Background: an optimization exercise with open tools, aiming at small area and a short achievable clock period. Do not read the settings as production practice. For this run, only the layout was checked, not whether the RTL still works. Power figures rest on the tool's default switching activity, not on a simulated workload.

==> flow/design.v <==
`timescale 1ns / 1ps
module smul(input wire [7:0] a, input wire [7:0] b, output wire [7:0] y);
  wire pp1 = ~(a[0] & b[0]);
  wire pp2 = ~(a[0] & b[1]);
  wire pp3 = ~(a[0] & b[2]);
  wire pp4 = ~(a[0] & b[3]);
  wire pp5 = ~(a[0] & b[4]);
  wire pp6 = ~(a[0] & b[5]);
  wire pp7 = ~(a[0] & b[6]);
  wire pp8 = ~(a[0] & b[7]);
  wire pp9 = ~(a[1] & b[0]);
  wire pp10 = ~(a[1] & b[1]);
  wire pp11 = ~(a[1] & b[2]);
  wire pp12 = ~(a[1] & b[3]);
  wire pp13 = ~(a[1] & b[4]);
  wire pp14 = ~(a[1] & b[5]);
  wire pp15 = ~(a[1] & b[6]);
  wire pp16 = ~(a[2] & b[0]);
  wire pp17 = ~(a[2] & b[1]);
  wire pp18 = ~(a[2] & b[2]);
  wire pp19 = ~(a[2] & b[3]);
  wire pp20 = ~(a[2] & b[4]);
  wire pp21 = ~(a[2] & b[5]);
  wire pp22 = ~(a[3] & b[0]);
  wire pp23 = ~(a[3] & b[1]);
  wire pp24 = ~(a[3] & b[2]);
  wire pp25 = ~(a[3] & b[3]);
  wire pp26 = ~(a[3] & b[4]);
  wire pp27 = ~(a[4] & b[0]);
  wire pp28 = ~(a[4] & b[1]);
  wire pp29 = ~(a[4] & b[2]);
  wire pp30 = ~(a[4] & b[3]);
  wire pp31 = ~(a[5] & b[0]);
  wire pp32 = ~(a[5] & b[1]);
  wire pp33 = ~(a[5] & b[2]);
  wire pp34 = ~(a[6] & b[0]);
  wire pp35 = ~(a[6] & b[1]);
  wire pp36 = ~(a[7] & b[0]);
  wire h39 = pp3 ^ pp10;
  wire s37 = h39 ^ pp16;
  wire c38 = h39 ? pp16 : pp3;
  wire h42 = pp4 ^ pp11;
  wire s40 = h42 ^ pp17;
  wire c41 = h42 ? pp17 : pp4;
  wire h45 = pp22 ^ c38;
  wire s43 = h45 ^ s40;
  wire c44 = h45 ? s40 : pp22;
  wire h48 = pp5 ^ pp12;
  wire s46 = h48 ^ pp18;
  wire c47 = h48 ? pp18 : pp5;
  wire h51 = pp23 ^ pp27;
  wire s49 = h51 ^ c41;
  wire c50 = h51 ? c41 : pp23;
  wire h54 = s46 ^ c44;
  wire s52 = h54 ^ s49;
  wire c53 = h54 ? s49 : s46;
  wire h57 = pp6 ^ pp13;
  wire s55 = h57 ^ pp19;
  wire c56 = h57 ? pp19 : pp6;
  wire h60 = pp24 ^ pp28;
  wire s58 = h60 ^ pp31;
  wire c59 = h60 ? pp31 : pp24;
  wire h63 = c47 ^ s55;
  wire s61 = h63 ^ s58;
  wire c62 = h63 ? s58 : c47;
  wire h66 = c50 ^ s61;
  wire s64 = h66 ^ c53;
  wire c65 = h66 ? c53 : c50;
  wire h69 = pp7 ^ pp14;
  wire s67 = h69 ^ pp20;
  wire c68 = h69 ? pp20 : pp7;
  wire h72 = pp25 ^ pp29;
  wire s70 = h72 ^ pp32;
  wire c71 = h72 ? pp32 : pp25;
  wire h75 = pp34 ^ c56;
  wire s73 = h75 ^ c59;
  wire c74 = h75 ? c59 : pp34;
  wire h78 = s67 ^ s70;
  wire s76 = h78 ^ c62;
  wire c77 = h78 ? c62 : s67;
  wire h81 = s73 ^ s76;
  wire s79 = h81 ^ c65;
  wire c80 = h81 ? c65 : s73;
  wire x82 = pp8 ^ pp15;
  wire x83 = pp21 ^ pp26;
  wire x84 = pp30 ^ pp33;
  wire x85 = pp35 ^ pp36;
  wire x86 = x82 ^ x83;
  wire x87 = x84 ^ x85;
  wire x88 = c68 ^ c71;
  wire x89 = x86 ^ x87;
  wire x90 = x88 ^ x89;
  wire x91 = c74 ^ x90;
  wire x92 = x91 ^ c77;
  wire x93 = x92 ^ c80;
  wire [7:0] rx = {~x93, ~s79, ~s64, ~s52, ~s43, ~s37, ~pp2, ~pp1};
  wire [7:0] ry = {1'b0, 1'b0, 1'b0, 1'b0, 1'b0, 1'b0, ~pp9, 1'b0};
  assign y = rx + ry;
endmodule
module vdot_tree(input wire [63:0] a, input wire [63:0] b, output wire [7:0] y);
  wire pp1 = ~(a[0] & b[0]);
  wire pp2 = ~(a[0] & b[1]);
  wire pp3 = ~(a[0] & b[2]);
  wire pp4 = ~(a[0] & b[3]);
  wire pp5 = ~(a[0] & b[4]);
  wire pp6 = ~(a[0] & b[5]);
  wire pp7 = ~(a[0] & b[6]);
  wire pp8 = ~(a[0] & b[7]);
  wire pp9 = ~(a[1] & b[0]);
  wire pp10 = ~(a[1] & b[1]);
  wire pp11 = ~(a[1] & b[2]);
  wire pp12 = ~(a[1] & b[3]);
  wire pp13 = ~(a[1] & b[4]);
  wire pp14 = ~(a[1] & b[5]);
  wire pp15 = ~(a[1] & b[6]);
  wire pp16 = ~(a[2] & b[0]);
  wire pp17 = ~(a[2] & b[1]);
  wire pp18 = ~(a[2] & b[2]);
  wire pp19 = ~(a[2] & b[3]);
  wire pp20 = ~(a[2] & b[4]);
  wire pp21 = ~(a[2] & b[5]);
  wire pp22 = ~(a[3] & b[0]);
  wire pp23 = ~(a[3] & b[1]);
  wire pp24 = ~(a[3] & b[2]);
  wire pp25 = ~(a[3] & b[3]);
  wire pp26 = ~(a[3] & b[4]);
  wire pp27 = ~(a[4] & b[0]);
  wire pp28 = ~(a[4] & b[1]);
  wire pp29 = ~(a[4] & b[2]);
  wire pp30 = ~(a[4] & b[3]);
  wire pp31 = ~(a[5] & b[0]);
  wire pp32 = ~(a[5] & b[1]);
  wire pp33 = ~(a[5] & b[2]);
  wire pp34 = ~(a[6] & b[0]);
  wire pp35 = ~(a[6] & b[1]);
  wire pp36 = ~(a[7] & b[0]);
  wire pp37 = ~(a[8] & b[8]);
  wire pp38 = ~(a[8] & b[9]);
  wire pp39 = ~(a[8] & b[10]);
  wire pp40 = ~(a[8] & b[11]);
  wire pp41 = ~(a[8] & b[12]);
  wire pp42 = ~(a[8] & b[13]);
  wire pp43 = ~(a[8] & b[14]);
  wire pp44 = ~(a[8] & b[15]);
  wire pp45 = ~(a[9] & b[8]);
  wire pp46 = ~(a[9] & b[9]);
  wire pp47 = ~(a[9] & b[10]);
  wire pp48 = ~(a[9] & b[11]);
  wire pp49 = ~(a[9] & b[12]);
  wire pp50 = ~(a[9] & b[13]);
  wire pp51 = ~(a[9] & b[14]);
  wire pp52 = ~(a[10] & b[8]);
  wire pp53 = ~(a[10] & b[9]);
  wire pp54 = ~(a[10] & b[10]);
  wire pp55 = ~(a[10] & b[11]);
  wire pp56 = ~(a[10] & b[12]);
  wire pp57 = ~(a[10] & b[13]);
  wire pp58 = ~(a[11] & b[8]);
  wire pp59 = ~(a[11] & b[9]);
  wire pp60 = ~(a[11] & b[10]);
  wire pp61 = ~(a[11] & b[11]);
  wire pp62 = ~(a[11] & b[12]);
  wire pp63 = ~(a[12] & b[8]);
  wire pp64 = ~(a[12] & b[9]);
  wire pp65 = ~(a[12] & b[10]);
  wire pp66 = ~(a[12] & b[11]);
  wire pp67 = ~(a[13] & b[8]);
  wire pp68 = ~(a[13] & b[9]);
  wire pp69 = ~(a[13] & b[10]);
  wire pp70 = ~(a[14] & b[8]);
  wire pp71 = ~(a[14] & b[9]);
  wire pp72 = ~(a[15] & b[8]);
  wire pp73 = ~(a[16] & b[16]);
  wire pp74 = ~(a[16] & b[17]);
  wire pp75 = ~(a[16] & b[18]);
  wire pp76 = ~(a[16] & b[19]);
  wire pp77 = ~(a[16] & b[20]);
  wire pp78 = ~(a[16] & b[21]);
  wire pp79 = ~(a[16] & b[22]);
  wire pp80 = ~(a[16] & b[23]);
  wire pp81 = ~(a[17] & b[16]);
  wire pp82 = ~(a[17] & b[17]);
  wire pp83 = ~(a[17] & b[18]);
  wire pp84 = ~(a[17] & b[19]);
  wire pp85 = ~(a[17] & b[20]);
  wire pp86 = ~(a[17] & b[21]);
  wire pp87 = ~(a[17] & b[22]);
  wire pp88 = ~(a[18] & b[16]);
  wire pp89 = ~(a[18] & b[17]);
  wire pp90 = ~(a[18] & b[18]);
  wire pp91 = ~(a[18] & b[19]);
  wire pp92 = ~(a[18] & b[20]);
  wire pp93 = ~(a[18] & b[21]);
  wire pp94 = ~(a[19] & b[16]);
  wire pp95 = ~(a[19] & b[17]);
  wire pp96 = ~(a[19] & b[18]);
  wire pp97 = ~(a[19] & b[19]);
  wire pp98 = ~(a[19] & b[20]);
  wire pp99 = ~(a[20] & b[16]);
  wire pp100 = ~(a[20] & b[17]);
  wire pp101 = ~(a[20] & b[18]);
  wire pp102 = ~(a[20] & b[19]);
  wire pp103 = ~(a[21] & b[16]);
  wire pp104 = ~(a[21] & b[17]);
  wire pp105 = ~(a[21] & b[18]);
  wire pp106 = ~(a[22] & b[16]);
  wire pp107 = ~(a[22] & b[17]);
  wire pp108 = ~(a[23] & b[16]);
  wire pp109 = ~(a[24] & b[24]);
  wire pp110 = ~(a[24] & b[25]);
  wire pp111 = ~(a[24] & b[26]);
  wire pp112 = ~(a[24] & b[27]);
  wire pp113 = ~(a[24] & b[28]);
  wire pp114 = ~(a[24] & b[29]);
  wire pp115 = ~(a[24] & b[30]);
  wire pp116 = ~(a[24] & b[31]);
  wire pp117 = ~(a[25] & b[24]);
  wire pp118 = ~(a[25] & b[25]);
  wire pp119 = ~(a[25] & b[26]);
  wire pp120 = ~(a[25] & b[27]);
  wire pp121 = ~(a[25] & b[28]);
  wire pp122 = ~(a[25] & b[29]);
  wire pp123 = ~(a[25] & b[30]);
  wire pp124 = ~(a[26] & b[24]);
  wire pp125 = ~(a[26] & b[25]);
  wire pp126 = ~(a[26] & b[26]);
  wire pp127 = ~(a[26] & b[27]);
  wire pp128 = ~(a[26] & b[28]);
  wire pp129 = ~(a[26] & b[29]);
  wire pp130 = ~(a[27] & b[24]);
  wire pp131 = ~(a[27] & b[25]);
  wire pp132 = ~(a[27] & b[26]);
  wire pp133 = ~(a[27] & b[27]);
  wire pp134 = ~(a[27] & b[28]);
  wire pp135 = ~(a[28] & b[24]);
  wire pp136 = ~(a[28] & b[25]);
  wire pp137 = ~(a[28] & b[26]);
  wire pp138 = ~(a[28] & b[27]);
  wire pp139 = ~(a[29] & b[24]);
  wire pp140 = ~(a[29] & b[25]);
  wire pp141 = ~(a[29] & b[26]);
  wire pp142 = ~(a[30] & b[24]);
  wire pp143 = ~(a[30] & b[25]);
  wire pp144 = ~(a[31] & b[24]);
  wire pp145 = ~(a[32] & b[32]);
  wire pp146 = ~(a[32] & b[33]);
  wire pp147 = ~(a[32] & b[34]);
  wire pp148 = ~(a[32] & b[35]);
  wire pp149 = ~(a[32] & b[36]);
  wire pp150 = ~(a[32] & b[37]);
  wire pp151 = ~(a[32] & b[38]);
  wire pp152 = ~(a[32] & b[39]);
  wire pp153 = ~(a[33] & b[32]);
  wire pp154 = ~(a[33] & b[33]);
  wire pp155 = ~(a[33] & b[34]);
  wire pp156 = ~(a[33] & b[35]);
  wire pp157 = ~(a[33] & b[36]);
  wire pp158 = ~(a[33] & b[37]);
  wire pp159 = ~(a[33] & b[38]);
  wire pp160 = ~(a[34] & b[32]);
  wire pp161 = ~(a[34] & b[33]);
  wire pp162 = ~(a[34] & b[34]);
  wire pp163 = ~(a[34] & b[35]);
  wire pp164 = ~(a[34] & b[36]);
  wire pp165 = ~(a[34] & b[37]);
  wire pp166 = ~(a[35] & b[32]);
  wire pp167 = ~(a[35] & b[33]);
  wire pp168 = ~(a[35] & b[34]);
  wire pp169 = ~(a[35] & b[35]);
  wire pp170 = ~(a[35] & b[36]);
  wire pp171 = ~(a[36] & b[32]);
  wire pp172 = ~(a[36] & b[33]);
  wire pp173 = ~(a[36] & b[34]);
  wire pp174 = ~(a[36] & b[35]);
  wire pp175 = ~(a[37] & b[32]);
  wire pp176 = ~(a[37] & b[33]);
  wire pp177 = ~(a[37] & b[34]);
  wire pp178 = ~(a[38] & b[32]);
  wire pp179 = ~(a[38] & b[33]);
  wire pp180 = ~(a[39] & b[32]);
  wire pp181 = ~(a[40] & b[40]);
  wire pp182 = ~(a[40] & b[41]);
  wire pp183 = ~(a[40] & b[42]);
  wire pp184 = ~(a[40] & b[43]);
  wire pp185 = ~(a[40] & b[44]);
  wire pp186 = ~(a[40] & b[45]);
  wire pp187 = ~(a[40] & b[46]);
  wire pp188 = ~(a[40] & b[47]);
  wire pp189 = ~(a[41] & b[40]);
  wire pp190 = ~(a[41] & b[41]);
  wire pp191 = ~(a[41] & b[42]);
  wire pp192 = ~(a[41] & b[43]);
  wire pp193 = ~(a[41] & b[44]);
  wire pp194 = ~(a[41] & b[45]);
  wire pp195 = ~(a[41] & b[46]);
  wire pp196 = ~(a[42] & b[40]);
  wire pp197 = ~(a[42] & b[41]);
  wire pp198 = ~(a[42] & b[42]);
  wire pp199 = ~(a[42] & b[43]);
  wire pp200 = ~(a[42] & b[44]);
  wire pp201 = ~(a[42] & b[45]);
  wire pp202 = ~(a[43] & b[40]);
  wire pp203 = ~(a[43] & b[41]);
  wire pp204 = ~(a[43] & b[42]);
  wire pp205 = ~(a[43] & b[43]);
  wire pp206 = ~(a[43] & b[44]);
  wire pp207 = ~(a[44] & b[40]);
  wire pp208 = ~(a[44] & b[41]);
  wire pp209 = ~(a[44] & b[42]);
  wire pp210 = ~(a[44] & b[43]);
  wire pp211 = ~(a[45] & b[40]);
  wire pp212 = ~(a[45] & b[41]);
  wire pp213 = ~(a[45] & b[42]);
  wire pp214 = ~(a[46] & b[40]);
  wire pp215 = ~(a[46] & b[41]);
  wire pp216 = ~(a[47] & b[40]);
  wire pp217 = ~(a[48] & b[48]);
  wire pp218 = ~(a[48] & b[49]);
  wire pp219 = ~(a[48] & b[50]);
  wire pp220 = ~(a[48] & b[51]);
  wire pp221 = ~(a[48] & b[52]);
  wire pp222 = ~(a[48] & b[53]);
  wire pp223 = ~(a[48] & b[54]);
  wire pp224 = ~(a[48] & b[55]);
  wire pp225 = ~(a[49] & b[48]);
  wire pp226 = ~(a[49] & b[49]);
  wire pp227 = ~(a[49] & b[50]);
  wire pp228 = ~(a[49] & b[51]);
  wire pp229 = ~(a[49] & b[52]);
  wire pp230 = ~(a[49] & b[53]);
  wire pp231 = ~(a[49] & b[54]);
  wire pp232 = ~(a[50] & b[48]);
  wire pp233 = ~(a[50] & b[49]);
  wire pp234 = ~(a[50] & b[50]);
  wire pp235 = ~(a[50] & b[51]);
  wire pp236 = ~(a[50] & b[52]);
  wire pp237 = ~(a[50] & b[53]);
  wire pp238 = ~(a[51] & b[48]);
  wire pp239 = ~(a[51] & b[49]);
  wire pp240 = ~(a[51] & b[50]);
  wire pp241 = ~(a[51] & b[51]);
  wire pp242 = ~(a[51] & b[52]);
  wire pp243 = ~(a[52] & b[48]);
  wire pp244 = ~(a[52] & b[49]);
  wire pp245 = ~(a[52] & b[50]);
  wire pp246 = ~(a[52] & b[51]);
  wire pp247 = ~(a[53] & b[48]);
  wire pp248 = ~(a[53] & b[49]);
  wire pp249 = ~(a[53] & b[50]);
  wire pp250 = ~(a[54] & b[48]);
  wire pp251 = ~(a[54] & b[49]);
  wire pp252 = ~(a[55] & b[48]);
  wire pp253 = ~(a[56] & b[56]);
  wire pp254 = ~(a[56] & b[57]);
  wire pp255 = ~(a[56] & b[58]);
  wire pp256 = ~(a[56] & b[59]);
  wire pp257 = ~(a[56] & b[60]);
  wire pp258 = ~(a[56] & b[61]);
  wire pp259 = ~(a[56] & b[62]);
  wire pp260 = ~(a[56] & b[63]);
  wire pp261 = ~(a[57] & b[56]);
  wire pp262 = ~(a[57] & b[57]);
  wire pp263 = ~(a[57] & b[58]);
  wire pp264 = ~(a[57] & b[59]);
  wire pp265 = ~(a[57] & b[60]);
  wire pp266 = ~(a[57] & b[61]);
  wire pp267 = ~(a[57] & b[62]);
  wire pp268 = ~(a[58] & b[56]);
  wire pp269 = ~(a[58] & b[57]);
  wire pp270 = ~(a[58] & b[58]);
  wire pp271 = ~(a[58] & b[59]);
  wire pp272 = ~(a[58] & b[60]);
  wire pp273 = ~(a[58] & b[61]);
  wire pp274 = ~(a[59] & b[56]);
  wire pp275 = ~(a[59] & b[57]);
  wire pp276 = ~(a[59] & b[58]);
  wire pp277 = ~(a[59] & b[59]);
  wire pp278 = ~(a[59] & b[60]);
  wire pp279 = ~(a[60] & b[56]);
  wire pp280 = ~(a[60] & b[57]);
  wire pp281 = ~(a[60] & b[58]);
  wire pp282 = ~(a[60] & b[59]);
  wire pp283 = ~(a[61] & b[56]);
  wire pp284 = ~(a[61] & b[57]);
  wire pp285 = ~(a[61] & b[58]);
  wire pp286 = ~(a[62] & b[56]);
  wire pp287 = ~(a[62] & b[57]);
  wire pp288 = ~(a[63] & b[56]);
  wire h291 = pp1 ^ pp37;
  wire s289 = h291 ^ pp73;
  wire c290 = h291 ? pp73 : pp1;
  wire h294 = pp109 ^ pp145;
  wire s292 = h294 ^ pp181;
  wire c293 = h294 ? pp181 : pp109;
  wire h297 = pp217 ^ pp253;
  wire s295 = h297 ^ s289;
  wire c296 = h297 ? s289 : pp217;
  wire h300 = pp2 ^ pp9;
  wire s298 = h300 ^ pp38;
  wire c299 = h300 ? pp38 : pp2;
  wire h303 = pp45 ^ pp74;
  wire s301 = h303 ^ pp81;
  wire c302 = h303 ? pp81 : pp45;
  wire h306 = pp110 ^ pp117;
  wire s304 = h306 ^ pp146;
  wire c305 = h306 ? pp146 : pp110;
  wire h309 = pp153 ^ pp182;
  wire s307 = h309 ^ pp189;
  wire c308 = h309 ? pp189 : pp153;
  wire h312 = pp218 ^ pp225;
  wire s310 = h312 ^ pp254;
  wire c311 = h312 ? pp254 : pp218;
  wire h315 = pp261 ^ c290;
  wire s313 = h315 ^ c293;
  wire c314 = h315 ? c293 : pp261;
  wire h318 = s298 ^ s301;
  wire s316 = h318 ^ s304;
  wire c317 = h318 ? s304 : s298;
  wire h321 = s307 ^ s310;
  wire s319 = h321 ^ c296;
  wire c320 = h321 ? c296 : s307;
  wire h324 = s313 ^ s316;
  wire s322 = h324 ^ s319;
  wire c323 = h324 ? s319 : s313;
  wire h327 = pp3 ^ pp10;
  wire s325 = h327 ^ pp16;
  wire c326 = h327 ? pp16 : pp3;
  wire h330 = pp39 ^ pp46;
  wire s328 = h330 ^ pp52;
  wire c329 = h330 ? pp52 : pp39;
  wire h333 = pp75 ^ pp82;
  wire s331 = h333 ^ pp88;
  wire c332 = h333 ? pp88 : pp75;
  wire h336 = pp111 ^ pp118;
  wire s334 = h336 ^ pp124;
  wire c335 = h336 ? pp124 : pp111;
  wire h339 = pp147 ^ pp154;
  wire s337 = h339 ^ pp160;
  wire c338 = h339 ? pp160 : pp147;
  wire h342 = pp183 ^ pp190;
  wire s340 = h342 ^ pp196;
  wire c341 = h342 ? pp196 : pp183;
  wire h345 = pp219 ^ pp226;
  wire s343 = h345 ^ pp232;
  wire c344 = h345 ? pp232 : pp219;
  wire h348 = pp255 ^ pp262;
  wire s346 = h348 ^ pp268;
  wire c347 = h348 ? pp268 : pp255;
  wire h351 = c299 ^ c302;
  wire s349 = h351 ^ c305;
  wire c350 = h351 ? c305 : c299;
  wire h354 = c308 ^ c311;
  wire s352 = h354 ^ s325;
  wire c353 = h354 ? s325 : c308;
  wire h357 = s328 ^ s331;
  wire s355 = h357 ^ s334;
  wire c356 = h357 ? s334 : s328;
  wire h360 = s337 ^ s340;
  wire s358 = h360 ^ s343;
  wire c359 = h360 ? s343 : s337;
  wire h363 = s346 ^ c314;
  wire s361 = h363 ^ c317;
  wire c362 = h363 ? c317 : s346;
  wire h366 = s349 ^ s352;
  wire s364 = h366 ^ s355;
  wire c365 = h366 ? s355 : s349;
  wire h369 = s358 ^ c320;
  wire s367 = h369 ^ s361;
  wire c368 = h369 ? s361 : s358;
  wire h372 = s364 ^ c323;
  wire s370 = h372 ^ s367;
  wire c371 = h372 ? s367 : s364;
  wire h375 = pp4 ^ pp11;
  wire s373 = h375 ^ pp17;
  wire c374 = h375 ? pp17 : pp4;
  wire h378 = pp22 ^ pp40;
  wire s376 = h378 ^ pp47;
  wire c377 = h378 ? pp47 : pp22;
  wire h381 = pp53 ^ pp58;
  wire s379 = h381 ^ pp76;
  wire c380 = h381 ? pp76 : pp53;
  wire h384 = pp83 ^ pp89;
  wire s382 = h384 ^ pp94;
  wire c383 = h384 ? pp94 : pp83;
  wire h387 = pp112 ^ pp119;
  wire s385 = h387 ^ pp125;
  wire c386 = h387 ? pp125 : pp112;
  wire h390 = pp130 ^ pp148;
  wire s388 = h390 ^ pp155;
  wire c389 = h390 ? pp155 : pp130;
  wire h393 = pp161 ^ pp166;
  wire s391 = h393 ^ pp184;
  wire c392 = h393 ? pp184 : pp161;
  wire h396 = pp191 ^ pp197;
  wire s394 = h396 ^ pp202;
  wire c395 = h396 ? pp202 : pp191;
  wire h399 = pp220 ^ pp227;
  wire s397 = h399 ^ pp233;
  wire c398 = h399 ? pp233 : pp220;
  wire h402 = pp238 ^ pp256;
  wire s400 = h402 ^ pp263;
  wire c401 = h402 ? pp263 : pp238;
  wire h405 = pp269 ^ pp274;
  wire s403 = h405 ^ c326;
  wire c404 = h405 ? c326 : pp269;
  wire h408 = c329 ^ c332;
  wire s406 = h408 ^ c335;
  wire c407 = h408 ? c335 : c329;
  wire h411 = c338 ^ c341;
  wire s409 = h411 ^ c344;
  wire c410 = h411 ? c344 : c338;
  wire h414 = c347 ^ s373;
  wire s412 = h414 ^ s376;
  wire c413 = h414 ? s376 : c347;
  wire h417 = s379 ^ s382;
  wire s415 = h417 ^ s385;
  wire c416 = h417 ? s385 : s379;
  wire h420 = s388 ^ s391;
  wire s418 = h420 ^ s394;
  wire c419 = h420 ? s394 : s388;
  wire h423 = s397 ^ s400;
  wire s421 = h423 ^ c350;
  wire c422 = h423 ? c350 : s397;
  wire h426 = c353 ^ c356;
  wire s424 = h426 ^ c359;
  wire c425 = h426 ? c359 : c353;
  wire h429 = s403 ^ s406;
  wire s427 = h429 ^ s409;
  wire c428 = h429 ? s409 : s403;
  wire h432 = s412 ^ s415;
  wire s430 = h432 ^ s418;
  wire c431 = h432 ? s418 : s412;
  wire h435 = c362 ^ s421;
  wire s433 = h435 ^ c365;
  wire c434 = h435 ? c365 : c362;
  wire h438 = s424 ^ s427;
  wire s436 = h438 ^ s430;
  wire c437 = h438 ? s430 : s424;
  wire h441 = c368 ^ s433;
  wire s439 = h441 ^ s436;
  wire c440 = h441 ? s436 : c368;
  wire h444 = pp5 ^ pp12;
  wire s442 = h444 ^ pp18;
  wire c443 = h444 ? pp18 : pp5;
  wire h447 = pp23 ^ pp27;
  wire s445 = h447 ^ pp41;
  wire c446 = h447 ? pp41 : pp23;
  wire h450 = pp48 ^ pp54;
  wire s448 = h450 ^ pp59;
  wire c449 = h450 ? pp59 : pp48;
  wire h453 = pp63 ^ pp77;
  wire s451 = h453 ^ pp84;
  wire c452 = h453 ? pp84 : pp63;
  wire h456 = pp90 ^ pp95;
  wire s454 = h456 ^ pp99;
  wire c455 = h456 ? pp99 : pp90;
  wire h459 = pp113 ^ pp120;
  wire s457 = h459 ^ pp126;
  wire c458 = h459 ? pp126 : pp113;
  wire h462 = pp131 ^ pp135;
  wire s460 = h462 ^ pp149;
  wire c461 = h462 ? pp149 : pp131;
  wire h465 = pp156 ^ pp162;
  wire s463 = h465 ^ pp167;
  wire c464 = h465 ? pp167 : pp156;
  wire h468 = pp171 ^ pp185;
  wire s466 = h468 ^ pp192;
  wire c467 = h468 ? pp192 : pp171;
  wire h471 = pp198 ^ pp203;
  wire s469 = h471 ^ pp207;
  wire c470 = h471 ? pp207 : pp198;
  wire h474 = pp221 ^ pp228;
  wire s472 = h474 ^ pp234;
  wire c473 = h474 ? pp234 : pp221;
  wire h477 = pp239 ^ pp243;
  wire s475 = h477 ^ pp257;
  wire c476 = h477 ? pp257 : pp239;
  wire h480 = pp264 ^ pp270;
  wire s478 = h480 ^ pp275;
  wire c479 = h480 ? pp275 : pp264;
  wire h483 = pp279 ^ c374;
  wire s481 = h483 ^ c377;
  wire c482 = h483 ? c377 : pp279;
  wire h486 = c380 ^ c383;
  wire s484 = h486 ^ c386;
  wire c485 = h486 ? c386 : c380;
  wire h489 = c389 ^ c392;
  wire s487 = h489 ^ c395;
  wire c488 = h489 ? c395 : c389;
  wire h492 = c398 ^ c401;
  wire s490 = h492 ^ s442;
  wire c491 = h492 ? s442 : c398;
  wire h495 = s445 ^ s448;
  wire s493 = h495 ^ s451;
  wire c494 = h495 ? s451 : s445;
  wire h498 = s454 ^ s457;
  wire s496 = h498 ^ s460;
  wire c497 = h498 ? s460 : s454;
  wire h501 = s463 ^ s466;
  wire s499 = h501 ^ s469;
  wire c500 = h501 ? s469 : s463;
  wire h504 = s472 ^ s475;
  wire s502 = h504 ^ s478;
  wire c503 = h504 ? s478 : s472;
  wire h507 = c404 ^ c407;
  wire s505 = h507 ^ c410;
  wire c506 = h507 ? c410 : c404;
  wire h510 = c413 ^ c416;
  wire s508 = h510 ^ c419;
  wire c509 = h510 ? c419 : c413;
  wire h513 = s481 ^ s484;
  wire s511 = h513 ^ s487;
  wire c512 = h513 ? s487 : s481;
  wire h516 = s490 ^ s493;
  wire s514 = h516 ^ s496;
  wire c515 = h516 ? s496 : s490;
  wire h519 = s499 ^ s502;
  wire s517 = h519 ^ c422;
  wire c518 = h519 ? c422 : s499;
  wire h522 = c425 ^ c428;
  wire s520 = h522 ^ s505;
  wire c521 = h522 ? s505 : c425;
  wire h525 = c431 ^ s508;
  wire s523 = h525 ^ s511;
  wire c524 = h525 ? s511 : c431;
  wire h528 = s514 ^ s517;
  wire s526 = h528 ^ c434;
  wire c527 = h528 ? c434 : s514;
  wire h531 = s520 ^ c437;
  wire s529 = h531 ^ s523;
  wire c530 = h531 ? s523 : s520;
  wire h534 = s526 ^ s529;
  wire s532 = h534 ^ c440;
  wire c533 = h534 ? c440 : s526;
  wire h537 = pp6 ^ pp13;
  wire s535 = h537 ^ pp19;
  wire c536 = h537 ? pp19 : pp6;
  wire h540 = pp24 ^ pp28;
  wire s538 = h540 ^ pp31;
  wire c539 = h540 ? pp31 : pp24;
  wire h543 = pp42 ^ pp49;
  wire s541 = h543 ^ pp55;
  wire c542 = h543 ? pp55 : pp42;
  wire h546 = pp60 ^ pp64;
  wire s544 = h546 ^ pp67;
  wire c545 = h546 ? pp67 : pp60;
  wire h549 = pp78 ^ pp85;
  wire s547 = h549 ^ pp91;
  wire c548 = h549 ? pp91 : pp78;
  wire h552 = pp96 ^ pp100;
  wire s550 = h552 ^ pp103;
  wire c551 = h552 ? pp103 : pp96;
  wire h555 = pp114 ^ pp121;
  wire s553 = h555 ^ pp127;
  wire c554 = h555 ? pp127 : pp114;
  wire h558 = pp132 ^ pp136;
  wire s556 = h558 ^ pp139;
  wire c557 = h558 ? pp139 : pp132;
  wire h561 = pp150 ^ pp157;
  wire s559 = h561 ^ pp163;
  wire c560 = h561 ? pp163 : pp150;
  wire h564 = pp168 ^ pp172;
  wire s562 = h564 ^ pp175;
  wire c563 = h564 ? pp175 : pp168;
  wire h567 = pp186 ^ pp193;
  wire s565 = h567 ^ pp199;
  wire c566 = h567 ? pp199 : pp186;
  wire h570 = pp204 ^ pp208;
  wire s568 = h570 ^ pp211;
  wire c569 = h570 ? pp211 : pp204;
  wire h573 = pp222 ^ pp229;
  wire s571 = h573 ^ pp235;
  wire c572 = h573 ? pp235 : pp222;
  wire h576 = pp240 ^ pp244;
  wire s574 = h576 ^ pp247;
  wire c575 = h576 ? pp247 : pp240;
  wire h579 = pp258 ^ pp265;
  wire s577 = h579 ^ pp271;
  wire c578 = h579 ? pp271 : pp258;
  wire h582 = pp276 ^ pp280;
  wire s580 = h582 ^ pp283;
  wire c581 = h582 ? pp283 : pp276;
  wire h585 = c443 ^ c446;
  wire s583 = h585 ^ c449;
  wire c584 = h585 ? c449 : c443;
  wire h588 = c452 ^ c455;
  wire s586 = h588 ^ c458;
  wire c587 = h588 ? c458 : c452;
  wire h591 = c461 ^ c464;
  wire s589 = h591 ^ c467;
  wire c590 = h591 ? c467 : c461;
  wire h594 = c470 ^ c473;
  wire s592 = h594 ^ c476;
  wire c593 = h594 ? c476 : c470;
  wire h597 = c479 ^ s535;
  wire s595 = h597 ^ s538;
  wire c596 = h597 ? s538 : c479;
  wire h600 = s541 ^ s544;
  wire s598 = h600 ^ s547;
  wire c599 = h600 ? s547 : s541;
  wire h603 = s550 ^ s553;
  wire s601 = h603 ^ s556;
  wire c602 = h603 ? s556 : s550;
  wire h606 = s559 ^ s562;
  wire s604 = h606 ^ s565;
  wire c605 = h606 ? s565 : s559;
  wire h609 = s568 ^ s571;
  wire s607 = h609 ^ s574;
  wire c608 = h609 ? s574 : s568;
  wire h612 = s577 ^ s580;
  wire s610 = h612 ^ c482;
  wire c611 = h612 ? c482 : s577;
  wire h615 = c485 ^ c488;
  wire s613 = h615 ^ c491;
  wire c614 = h615 ? c491 : c485;
  wire h618 = c494 ^ c497;
  wire s616 = h618 ^ c500;
  wire c617 = h618 ? c500 : c494;
  wire h621 = c503 ^ s583;
  wire s619 = h621 ^ s586;
  wire c620 = h621 ? s586 : c503;
  wire h624 = s589 ^ s592;
  wire s622 = h624 ^ s595;
  wire c623 = h624 ? s595 : s589;
  wire h627 = s598 ^ s601;
  wire s625 = h627 ^ s604;
  wire c626 = h627 ? s604 : s598;
  wire h630 = s607 ^ c506;
  wire s628 = h630 ^ c509;
  wire c629 = h630 ? c509 : s607;
  wire h633 = c512 ^ s610;
  wire s631 = h633 ^ c515;
  wire c632 = h633 ? c515 : c512;
  wire h636 = s613 ^ s616;
  wire s634 = h636 ^ s619;
  wire c635 = h636 ? s619 : s613;
  wire h639 = s622 ^ s625;
  wire s637 = h639 ^ c518;
  wire c638 = h639 ? c518 : s622;
  wire h642 = c521 ^ c524;
  wire s640 = h642 ^ s628;
  wire c641 = h642 ? s628 : c521;
  wire h645 = s631 ^ s634;
  wire s643 = h645 ^ s637;
  wire c644 = h645 ? s637 : s631;
  wire h648 = c527 ^ s640;
  wire s646 = h648 ^ c530;
  wire c647 = h648 ? c530 : c527;
  wire h651 = s643 ^ s646;
  wire s649 = h651 ^ c533;
  wire c650 = h651 ? c533 : s643;
  wire h654 = pp7 ^ pp14;
  wire s652 = h654 ^ pp20;
  wire c653 = h654 ? pp20 : pp7;
  wire h657 = pp25 ^ pp29;
  wire s655 = h657 ^ pp32;
  wire c656 = h657 ? pp32 : pp25;
  wire h660 = pp34 ^ pp43;
  wire s658 = h660 ^ pp50;
  wire c659 = h660 ? pp50 : pp34;
  wire h663 = pp56 ^ pp61;
  wire s661 = h663 ^ pp65;
  wire c662 = h663 ? pp65 : pp56;
  wire h666 = pp68 ^ pp70;
  wire s664 = h666 ^ pp79;
  wire c665 = h666 ? pp79 : pp68;
  wire h669 = pp86 ^ pp92;
  wire s667 = h669 ^ pp97;
  wire c668 = h669 ? pp97 : pp86;
  wire h672 = pp101 ^ pp104;
  wire s670 = h672 ^ pp106;
  wire c671 = h672 ? pp106 : pp101;
  wire h675 = pp115 ^ pp122;
  wire s673 = h675 ^ pp128;
  wire c674 = h675 ? pp128 : pp115;
  wire h678 = pp133 ^ pp137;
  wire s676 = h678 ^ pp140;
  wire c677 = h678 ? pp140 : pp133;
  wire h681 = pp142 ^ pp151;
  wire s679 = h681 ^ pp158;
  wire c680 = h681 ? pp158 : pp142;
  wire h684 = pp164 ^ pp169;
  wire s682 = h684 ^ pp173;
  wire c683 = h684 ? pp173 : pp164;
  wire h687 = pp176 ^ pp178;
  wire s685 = h687 ^ pp187;
  wire c686 = h687 ? pp187 : pp176;
  wire h690 = pp194 ^ pp200;
  wire s688 = h690 ^ pp205;
  wire c689 = h690 ? pp205 : pp194;
  wire h693 = pp209 ^ pp212;
  wire s691 = h693 ^ pp214;
  wire c692 = h693 ? pp214 : pp209;
  wire h696 = pp223 ^ pp230;
  wire s694 = h696 ^ pp236;
  wire c695 = h696 ? pp236 : pp223;
  wire h699 = pp241 ^ pp245;
  wire s697 = h699 ^ pp248;
  wire c698 = h699 ? pp248 : pp241;
  wire h702 = pp250 ^ pp259;
  wire s700 = h702 ^ pp266;
  wire c701 = h702 ? pp266 : pp250;
  wire h705 = pp272 ^ pp277;
  wire s703 = h705 ^ pp281;
  wire c704 = h705 ? pp281 : pp272;
  wire h708 = pp284 ^ pp286;
  wire s706 = h708 ^ c536;
  wire c707 = h708 ? c536 : pp284;
  wire h711 = c539 ^ c542;
  wire s709 = h711 ^ c545;
  wire c710 = h711 ? c545 : c539;
  wire h714 = c548 ^ c551;
  wire s712 = h714 ^ c554;
  wire c713 = h714 ? c554 : c548;
  wire h717 = c557 ^ c560;
  wire s715 = h717 ^ c563;
  wire c716 = h717 ? c563 : c557;
  wire h720 = c566 ^ c569;
  wire s718 = h720 ^ c572;
  wire c719 = h720 ? c572 : c566;
  wire h723 = c575 ^ c578;
  wire s721 = h723 ^ c581;
  wire c722 = h723 ? c581 : c575;
  wire h726 = s652 ^ s655;
  wire s724 = h726 ^ s658;
  wire c725 = h726 ? s658 : s652;
  wire h729 = s661 ^ s664;
  wire s727 = h729 ^ s667;
  wire c728 = h729 ? s667 : s661;
  wire h732 = s670 ^ s673;
  wire s730 = h732 ^ s676;
  wire c731 = h732 ? s676 : s670;
  wire h735 = s679 ^ s682;
  wire s733 = h735 ^ s685;
  wire c734 = h735 ? s685 : s679;
  wire h738 = s688 ^ s691;
  wire s736 = h738 ^ s694;
  wire c737 = h738 ? s694 : s688;
  wire h741 = s697 ^ s700;
  wire s739 = h741 ^ s703;
  wire c740 = h741 ? s703 : s697;
  wire h744 = c584 ^ c587;
  wire s742 = h744 ^ c590;
  wire c743 = h744 ? c590 : c584;
  wire h747 = c593 ^ c596;
  wire s745 = h747 ^ c599;
  wire c746 = h747 ? c599 : c593;
  wire h750 = c602 ^ c605;
  wire s748 = h750 ^ c608;
  wire c749 = h750 ? c608 : c602;
  wire h753 = s706 ^ s709;
  wire s751 = h753 ^ s712;
  wire c752 = h753 ? s712 : s706;
  wire h756 = s715 ^ s718;
  wire s754 = h756 ^ s721;
  wire c755 = h756 ? s721 : s715;
  wire h759 = s724 ^ s727;
  wire s757 = h759 ^ s730;
  wire c758 = h759 ? s730 : s724;
  wire h762 = s733 ^ s736;
  wire s760 = h762 ^ s739;
  wire c761 = h762 ? s739 : s733;
  wire h765 = c611 ^ c614;
  wire s763 = h765 ^ c617;
  wire c764 = h765 ? c617 : c611;
  wire h768 = c620 ^ s742;
  wire s766 = h768 ^ c623;
  wire c767 = h768 ? c623 : c620;
  wire h771 = c626 ^ s745;
  wire s769 = h771 ^ s748;
  wire c770 = h771 ? s748 : c626;
  wire h774 = s751 ^ s754;
  wire s772 = h774 ^ s757;
  wire c773 = h774 ? s757 : s751;
  wire h777 = s760 ^ c629;
  wire s775 = h777 ^ c632;
  wire c776 = h777 ? c632 : s760;
  wire h780 = c635 ^ s763;
  wire s778 = h780 ^ s766;
  wire c779 = h780 ? s766 : c635;
  wire h783 = s769 ^ s772;
  wire s781 = h783 ^ c638;
  wire c782 = h783 ? c638 : s769;
  wire h786 = c641 ^ s775;
  wire s784 = h786 ^ s778;
  wire c785 = h786 ? s778 : c641;
  wire h789 = c644 ^ s781;
  wire s787 = h789 ^ c647;
  wire c788 = h789 ? c647 : c644;
  wire h792 = s784 ^ s787;
  wire s790 = h792 ^ c650;
  wire c791 = h792 ? c650 : s784;
  wire x793 = pp8 ^ pp15;
  wire x794 = pp21 ^ pp26;
  wire x795 = pp30 ^ pp33;
  wire x796 = pp35 ^ pp36;
  wire x797 = pp44 ^ pp51;
  wire x798 = pp57 ^ pp62;
  wire x799 = pp66 ^ pp69;
  wire x800 = pp71 ^ pp72;
  wire x801 = pp80 ^ pp87;
  wire x802 = pp93 ^ pp98;
  wire x803 = pp102 ^ pp105;
  wire x804 = pp107 ^ pp108;
  wire x805 = pp116 ^ pp123;
  wire x806 = pp129 ^ pp134;
  wire x807 = pp138 ^ pp141;
  wire x808 = pp143 ^ pp144;
  wire x809 = pp152 ^ pp159;
  wire x810 = pp165 ^ pp170;
  wire x811 = pp174 ^ pp177;
  wire x812 = pp179 ^ pp180;
  wire x813 = pp188 ^ pp195;
  wire x814 = pp201 ^ pp206;
  wire x815 = pp210 ^ pp213;
  wire x816 = pp215 ^ pp216;
  wire x817 = pp224 ^ pp231;
  wire x818 = pp237 ^ pp242;
  wire x819 = pp246 ^ pp249;
  wire x820 = pp251 ^ pp252;
  wire x821 = pp260 ^ pp267;
  wire x822 = pp273 ^ pp278;
  wire x823 = pp282 ^ pp285;
  wire x824 = pp287 ^ pp288;
  wire x825 = x793 ^ x794;
  wire x826 = x795 ^ x796;
  wire x827 = x797 ^ x798;
  wire x828 = x799 ^ x800;
  wire x829 = x801 ^ x802;
  wire x830 = x803 ^ x804;
  wire x831 = x805 ^ x806;
  wire x832 = x807 ^ x808;
  wire x833 = x809 ^ x810;
  wire x834 = x811 ^ x812;
  wire x835 = x813 ^ x814;
  wire x836 = x815 ^ x816;
  wire x837 = x817 ^ x818;
  wire x838 = x819 ^ x820;
  wire x839 = x821 ^ x822;
  wire x840 = x823 ^ x824;
  wire x841 = c653 ^ c656;
  wire x842 = c659 ^ c662;
  wire x843 = c665 ^ c668;
  wire x844 = c671 ^ c674;
  wire x845 = c677 ^ c680;
  wire x846 = c683 ^ c686;
  wire x847 = c689 ^ c692;
  wire x848 = c695 ^ c698;
  wire x849 = c701 ^ c704;
  wire x850 = x825 ^ x826;
  wire x851 = x827 ^ x828;
  wire x852 = x829 ^ x830;
  wire x853 = x831 ^ x832;
  wire x854 = x833 ^ x834;
  wire x855 = x835 ^ x836;
  wire x856 = x837 ^ x838;
  wire x857 = x839 ^ x840;
  wire x858 = x841 ^ x842;
  wire x859 = x843 ^ x844;
  wire x860 = x845 ^ x846;
  wire x861 = x847 ^ x848;
  wire x862 = x849 ^ x850;
  wire x863 = x851 ^ x852;
  wire x864 = x853 ^ x854;
  wire x865 = x855 ^ x856;
  wire x866 = x857 ^ c707;
  wire x867 = c710 ^ c713;
  wire x868 = c716 ^ c719;
  wire x869 = c722 ^ c725;
  wire x870 = c728 ^ c731;
  wire x871 = c734 ^ c737;
  wire x872 = c740 ^ x858;
  wire x873 = x859 ^ x860;
  wire x874 = x861 ^ x862;
  wire x875 = x863 ^ x864;
  wire x876 = x865 ^ x866;
  wire x877 = x867 ^ x868;
  wire x878 = x869 ^ x870;
  wire x879 = x871 ^ x872;
  wire x880 = x873 ^ x874;
  wire x881 = x875 ^ c743;
  wire x882 = c746 ^ c749;
  wire x883 = c752 ^ c755;
  wire x884 = x876 ^ x877;
  wire x885 = c758 ^ c761;
  wire x886 = x878 ^ x879;
  wire x887 = x880 ^ x881;
  wire x888 = x882 ^ x883;
  wire x889 = x884 ^ x885;
  wire x890 = x886 ^ c764;
  wire x891 = x887 ^ c767;
  wire x892 = c770 ^ x888;
  wire x893 = c773 ^ x889;
  wire x894 = x890 ^ x891;
  wire x895 = x892 ^ x893;
  wire x896 = c776 ^ x894;
  wire x897 = c779 ^ x895;
  wire x898 = x896 ^ x897;
  wire x899 = c782 ^ c785;
  wire x900 = x898 ^ x899;
  wire x901 = c788 ^ x900;
  wire x902 = x901 ^ c791;
  wire [7:0] rx = {~x902, ~s790, ~s649, ~s532, ~c371, ~s370, ~s322, ~s292};
  wire [7:0] ry = {1'b0, 1'b0, 1'b0, 1'b0, ~s439, 1'b0, 1'b0, ~s295};
  assign y = rx + ry;
endmodule
`timescale 1ns / 1ps
module CPU( input clk,
	input rst,
	input wire [31:0] inst,
	input wire [63:0]	main_memory_input_data_path,
	output reg[63:0] main_memory_output_data_path,
	output wire[31:0] pc_inst_addr,
	output wire		Vector_Write_Access,
	output wire		Memory_Write_Access,
	output wire		Load_Vector_Flag,
	output wire 		Load_Word_Flag,
	output wire[11:0]	Main_Memory_Address
	);
	wire [5:0] op  = inst[31:26];
	wire [4:0] rd  = inst[25:21];
	wire [4:0] rs1 = inst[20:16];
	wire [4:0] rs2 = inst[15:11];
	wire [7:0] imm = inst[15:8];
	wire [63:0] mem = main_memory_input_data_path;
	wire op_add  = op == 6'b000000;
	wire op_sub  = op == 6'b000001;
	wire op_mul  = op == 6'b000010;
	wire op_and  = op == 6'b000100;
	wire op_or   = op == 6'b000101;
	wire op_xor  = op == 6'b000110;
	wire op_sll  = op == 6'b001000;
	wire op_srl  = op == 6'b001001;
	wire op_slt  = op == 6'b001010;
	wire op_seq  = op == 6'b001011;
	wire op_addi = op == 6'b001101;
	wire op_andi = op == 6'b001110;
	wire op_xori = op == 6'b001111;
	wire op_slti = op == 6'b101000;
	wire op_vadd = op == 6'b010000;
	wire op_vsub = op == 6'b010001;
	wire op_vdot = op == 6'b010010;
	wire op_lw   = op == 6'b100101;
	wire op_lv   = op == 6'b101101;
	wire op_sw   = op == 6'b100110;
	wire op_sv   = op == 6'b101110;
	wire op_rar  = op == 6'b101111;
	wire op_raw  = op == 6'b101100;
	wire op_beq  = op == 6'b100011;
	wire op_bgt  = op == 6'b011111;
	wire op_jmp  = op == 6'b110000;
	assign Load_Word_Flag      = op_lw | op_rar;
	assign Load_Vector_Flag    = op_lv | op_rar;
	assign Memory_Write_Access = op_sw | op_raw;
	assign Vector_Write_Access = op_sv | op_raw;
	assign Main_Memory_Address = inst[11:0];
	wire imm_sel = op_addi | op_andi | op_xori | op_slti | op_beq | op_bgt;
	wire s_we = op_add | op_sub | op_mul | op_and | op_or | op_xor | op_sll | op_srl |
	            op_slt | op_seq | op_addi | op_andi | op_xori | op_slti | op_lw;
	wire v_we = op_vadd | op_vsub | op_vdot | op_lv;
	reg [7:0]  R [0:30];
	reg [63:0] V [0:2];
	reg [31:0] T;
	reg [31:0] PC;
	assign pc_inst_addr = PC;
	reg [7:0] A, B;
	integer i;
	always @(*) begin
		A = 8'd0;
		B = 8'd0;
		for (i = 0; i < 31; i = i + 1) begin
			A = A | (R[i] & {8{rs1 == i}});
			B = B | (R[i] & {8{rs2 == i}});
		end
	end
	wire nva = op_sw | op_raw;
	wire [63:0] VA = (V[0] & {64{rs1 == 5'd0 && !nva}}) |
	                 (V[1] & {64{rs1 == 5'd1 && !nva}}) |
	                 (V[2] & {64{rs1 == 5'd2 && !nva}});
	wire [63:0] VB = (V[0] & {64{rs2 == 5'd0}}) |
	                 (V[1] & {64{rs2 == 5'd1}}) |
	                 (V[2] & {64{rs2 == 5'd2}});
	always @(*) begin
		main_memory_output_data_path = VA;
		main_memory_output_data_path[7:0] = VA[7:0] | (A & {8{op_sw}}) | (PC[7:0] & {8{op_raw}});
		main_memory_output_data_path[31:8] = VA[31:8] | (PC[31:8] & {24{op_raw}});
	end
	wire [7:0] B2 = imm_sel ? imm : B;
	wire do_sub = !(op_add | op_addi);
	wire [7:0] b2x = B2 ^ {8{do_sub}};
	reg [8:0] dc;
	reg [7:0] diff;
	integer d;
	always @(*) begin
		dc[0] = do_sub;
		for (d = 0; d < 8; d = d + 1) begin
			diff[d] = A[d] ^ b2x[d] ^ dc[d];
			dc[d+1] = (A[d] ^ b2x[d]) ? dc[d] : A[d];
		end
	end
	wire lt = !dc[8];                 
	wire eq = (A == B2);
	wire [7:0] prod;
	smul u_mul(.a(A), .b(B), .y(prod));
	wire [7:0] shl = (B[7:3] != 5'd0) ? 8'd0 : (A << B[2:0]);
	wire [7:0] shr = (B[7:3] != 5'd0) ? 8'd0 : (A >> B[2:0]);
	reg [7:0] alu;
	always @(*) begin
		alu = 8'd0;
		if (op_add | op_addi | op_sub) alu = diff;
		if (op_mul)                    alu = prod;
		if (op_and | op_andi)          alu = A & B2;
		if (op_or)                     alu = A | B2;
		if (op_xor | op_xori)          alu = A ^ B2;
		if (op_sll)                    alu = shl;
		if (op_srl)                    alu = shr;
		if (op_slt | op_slti)          alu = {7'd0, lt};
		if (op_seq)                    alu = {7'd0, eq};
	end
	wire [7:0] s_wdata = op_lw ? mem[7:0] : alu;
	reg [63:0] vaddsub;
	wire [7:0] dot;
	vdot_tree u_dot(.a(VA), .b(VB), .y(dot));
	integer k, m;
	reg [8:0] cy;
	reg [7:0] bb;
	always @(*) begin
		for (k = 0; k < 8; k = k + 1) begin
			bb = VB[8*k +: 8] ^ {8{op_vsub}};
			cy[0] = op_vsub;
			for (m = 0; m < 8; m = m + 1) begin
				vaddsub[8*k+m] = VA[8*k+m] ^ bb[m] ^ cy[m];
				cy[m+1] = (VA[8*k+m] ^ bb[m]) ? cy[m] : VA[8*k+m];
			end
		end
	end
	wire [63:0] v_wdata = op_lv ? mem : (op_vdot ? {56'd0, dot} : vaddsub);
	wire taken = (op_beq & !eq) | (op_bgt & !lt & !eq);
	always @(posedge clk) begin
		if (rst) PC <= 32'd0;
		else if (op_jmp) PC <= {6'd0, inst[25:0]};
		else if (taken) PC <= T;
		else PC <= PC + 32'd4;
	end
	always @(posedge clk)
		if (op_rar) T <= mem[31:0];
	integer j;
	always @(posedge clk) begin
		for (j = 0; j < 31; j = j + 1)
			if (s_we && rd == j) R[j] <= s_wdata;
		for (j = 0; j < 3; j = j + 1)
			if (v_we && rd == j) V[j] <= v_wdata;
	end
endmodule
==> flow/flow/run.sh <==
#!/bin/bash
set -euo pipefail
bash standard.sh "BUFFER_PORTS_ARGS=-buffer_cell sky130_fd_sc_hd__buf_2" \
  "CTS_ARGS=-sink_clustering_enable -repair_clock_nets -dont_use_dummy_load -buf_list {sky130_fd_sc_hd__clkbuf_2 sky130_fd_sc_hd__clkbuf_4 sky130_fd_sc_hd__clkbuf_8}" \
  finish > standard_flow.log 2>&1
==> flow/standard.sh <==
#!/bin/bash
# synth_recipe.tcl (not shown) runs the flow's synth.tcl, then flattens the netlist and writes it again
# the make line also repeats each setting of config.mk as NAME=value (left out here)
make -C /OpenROAD-flow-scripts/flow DESIGN_CONFIG=/design/flow/config.mk WORK_HOME=/design/flow/orfs CLKGATE_MAP_FILE= SYNTH_SCRIPT=/design/flow/synth_recipe.tcl "${@:-finish}"
==> flow/config.mk <==
export PLATFORM = sky130hd
export DESIGN_NAME = CPU
export DESIGN_NICKNAME = CPU
export VERILOG_FILES = /design/flow/design.v
export SDC_FILE = /design/flow/constraint.sdc
export NUM_CORES = 4
export LEC_CHECK = 0
export ABC_AREA = 1
export CAP_MARGIN = 20
export CORE_MARGIN = 2
export CORE_UTILIZATION = 40
export SETUP_SLACK_MARGIN = 5
export SLEW_MARGIN = 20
==> flow/constraint.sdc <==
create_clock -name core_clock -period 12.0 [get_ports {clk}]
set_input_delay 2.4000 -clock core_clock [delete_from_list [all_inputs] [get_ports {clk}]]
set_output_delay 2.4000 -clock core_clock [all_outputs]
set_load 0.01 [all_outputs]
==> key figures <==
Run
  – Max-Cap Viols: 0

Drt
  – Initial DRT Pass Iterations: 7
  – Wl on met1: 81300 um
  – Number of remaining DRC errors: 0
  – Met3 wire length: 24300 um
  – Met2 wire length: 83800 um
  – DR vias: 44622
  – Iter 0 DRT Violations: 5650
  – WL final: 200000 um
  – Detailed-route vias per instance: 5.75
  – DR top layer: met5
  – Antenna Nets Post-Route: 0
  – Routed WL per cell: 25.7 um

Synthesis
  – Post-synthesis cell count: 5960
  – Post-synthesis async set-or-reset flop share: 0%
  – Library cells used by synthesis: 72
  – Cell Area, Synth: 40900 sq um
  – Ys flop type: edfxtp_1
  – Seq cells post-synth: 504
  – Mean post-synth cell area: 6.87 sq um
  – Yosys warnings: 3
  – Seq/Total Area, Yosys: 36.2%
  – Post-synth EDFFs: 472
  – Post-Synthesis Net Count: 6080

Final layout
  – Synth-to-Final Area Change: 20.3%
  – Total area of sequential cells: 14800 sq um
  – Commonest non-fill, non-tap cell in the layout: nand2_1
  – Non-Filler Instances: 7764
  – Layout cells sized above 1: 18.8%
  – Multi-input combinational cell area: 24700 sq um
  – NumNets Final: 6514
  – Fillcell total: 10340
  – Final core occ: 48.5%
  – Leading cell types in the layout, fill and taps excluded: nand2_1, inv_1, edfxtp_1

Die
  – Core box area: 102000 sq um
  – Die Span Y: 324 um
  – Initial core utilization: 40.3%
  – Die area: 105000 sq um
  – Cell Rows: 117
  – Ports: 210
  – Die width: 324 um

Clock tree
  – Root Buffer: clkbuf_8
  – Clock H-tree levels: 3
  – Clk slew on worst S/H paths: 0.05 ns
  – Clock Path Buffers: 3
  – Clock Latency Late Sink: 0.74 ns
  – CTS tree: built
  – Clock sink count: 504
  – CTS Buf Count: 87
  – Hold buffer count at cts: 0

Critical path
  – Setup slack, reg-to-reg: 7.20 ns
  – Most Frequent Cell on Critical Path: buf_6
  – Crit path DAT: 4.63 ns
  – Maximum fanout along the worst path: 10
  – Launch point of the worst path: inst[20]
  – WS Path Type: in2out
  – CP Buf/Inv Count: 8
  – Cell Chain, Critical Path: buf_16 > buf_4 > nor2_4 > nand2_1 > buf_6 > clkinvlp_4 > a22oi_2 > o221ai_1 > inv_1 > nand2_1 > nor3_2 > nand3b_1 > buf_6 > clkinvlp_4 > o221ai_4 > buf_6
  – CP startpoint kind: primary input
  – Critical Path End Type: primary output
  – Critical Path Slowest Stage Cell: a22oi_2
  – CP peak stage delay: 0.24 ns
  – R2r startpoint: R[3][2]$_DFFE_PP_
  – Family with the most delay on the worst path: buffers and inverters
  – Critical path data required time: 9.60 ns

GRT
  – GR Overflow Total: 0
  – Largest net degree at the start of global routing: 65
  – Total GRT Usage: 36.3%
  – Vias in the first global route: 39798
  – First-pass GRT wire length: 274000 um
  – Initial antenna violation count: 5

Timing
  – Achievable Freq: 142 MHz
  – Setup_tns: 0 ns
  – Minimum clock period: 7.03 ns
  – Worst hold slack: 0.465 ns
  – Final hold viol count: 0
  – Endpoints failing setup: 0
  – Max Slew Vio Count: 0
  – RSZ-0062 raised after global routing: true
  – Setup ws final: 4.97 ns
  – Worst-margin pin slew: 1.21 ns
  – Relative slew slack: 18.8%
  – Final cycle utilization of the critical path: 58.6%
  – Final clock skew: 0.0940 ns

Placed design
  – Place WS: 3.16 ns
  – Gpl congestion: 1.06
  – Dpl cells: 7446
  – Port bufs: 209
  – Post-DP HPWL: 145000 um

Power
  – Power per cell area: 83.4 nW/um^2
  – Leakage: 23.0 nW
  – Worst vdd ir: 0.0000712 V

Min path
  – Worst min path class: reg2reg
  – Min-delay src: T[8]$_DFFE_PP_

Outcome
  – Result of the run: finished clean
## synthesized netlist by cell type (all sizes together) (14+ instances only)
| master | instances | area share, % |
|---|---|---|
| nand2 | 2500 | 23 |
| o21ai | 254 | 3.2 |
| inv | 699 | 6.4 |
| a221oi | 34 | 0.73 |
| xnor2 | 67 | 1.4 |
| a22oi | 14 | 0.26 |
| nor2 | 386 | 3.9 |
| a21boi | 19 | 0.35 |
| a21oi | 192 | 2.6 |
| nor4 | 14 | 0.21 |
| nand4 | 153 | 2.4 |
| nand3 | 461 | 6.8 |
| or2 | 15 | 0.23 |
| buf | 101 | 1.8 |
| nor3 | 38 | 0.48 |
| clkbuf | 42 | 0.39 |
| xor2 | 214 | 4.6 |
| o22ai | 53 | 0.81 |
| ha | 22 | 0.67 |
| o2111ai | 16 | 0.34 |
| o21bai | 32 | 0.61 |
| dfxtp | 32 | 1.6 |
| edfxtp | 472 | 35 |
| clkinv | 16 | 0.15 |
## cells by family after synthesis
family,count (synthesis),synth area share (%)
muxes,2,0.0489
and+or+nand+nor,3585,37.6
xor gates and xnor gates,281,6.07
buffers and inverters,858,8.73
DFF,504,36.2
AOI/OAI and AO/OA,708,10.7
adders and majority gates,22,0.673
## what timing repair did
action | 4_1_cts | 5_1_grt
gates resized for setup | 249 | 297
pin swaps | 42 | 65
setup endpoints to repair | 337 | 294
cloned | 11 | 7
buffers inserted | 84 | 125
## power by group
group	switching (mW)	internal, mW	leakage (nW)
registers	0.0106	1.96	4.59
clock network	0.682	0.636	0.626
logic	0.567	0.254	17.8
total	1.26	2.85	23.0
## per-layer routing
metal,GRT usage [%],vias to the layer above
met1,49.8,21043
met4,16.0,4
li1,-,20399
met3,8.03,523
met2,54.8,2653
met5,0,-
## flip-flops by register name (all words and copies together) (netlist names)
name / count
R: 248
V: 192
T: 32
PC: 32
## layout make-up
type | instances | share of cell area (%)
multi-input combinational | 4604 | 50.2
sequential | 504 | 30.1
timing repair buffer | 480 | 7.91
inverter | 715 | 5.84
tap | 1368 | 3.48
clock buffer | 87 | 2.43
timing repair inverter | 2 | 0.0356
antenna | 4 | 0.0203
## stage by stage
step	power, mW	instance area [sq um]
after floorplan	2.43	40900
after global placement	2.67	43300
after detailed placement	2.67	43300
after CTS	4.03	46700
after global routing	4.23	49200
final	4.11	49200
## worst min-delay path, cell delays in order, from the launching register on
cell and delay, ns:
edfxtp_1 0.32, o21ai_1 0.06, o21ai_0 0.06
## path summary, 6_finish.rpt
kind                            depth (start not counted)                               to
worst max register to register                         22                R[3][3]$_DFFE_PP_
worst min-delay path                                    2                 PC[8]$_SDFF_PP0_
worst max-delay path                                   16  main_memory_output_data_path[1]
worst min register to register                          2                 PC[8]$_SDFF_PP0_

re-timing with driven ports:
The flow's constraints put no driver on any port. The routed layout listed below was extracted and timed again, unchanged, in two steps.
Step 1 (the two cells are an assumption about what drives the block):
set clk [get_ports {clk}]
set_driving_cell -lib_cell sky130_fd_sc_hd__clkbuf_16 $clk
set_driving_cell -lib_cell sky130_fd_sc_hd__buf_2 [delete_from_list [all_inputs] $clk]
Step 2 also shifts input and output timing later by t, the mid clock arrival at the registers, as if the neighbouring blocks saw the same clock.
Slacks: ideal ports / drivers / drivers and shift; pairs: ideal ports / drivers.
shift t [ns]: 0.761
setup slack, ns: 4.969 / 4.874 / 4.286
worst hold slack (ns): 0.465 / 0.465 / 0.465
slew at the worst register clock pin (ns): 0.06 / 0.06
After both steps setup and hold are still met in this run. For this run, drivers alone change the setup slack by -0.095 ns; drivers and shift together by -0.683 ns.
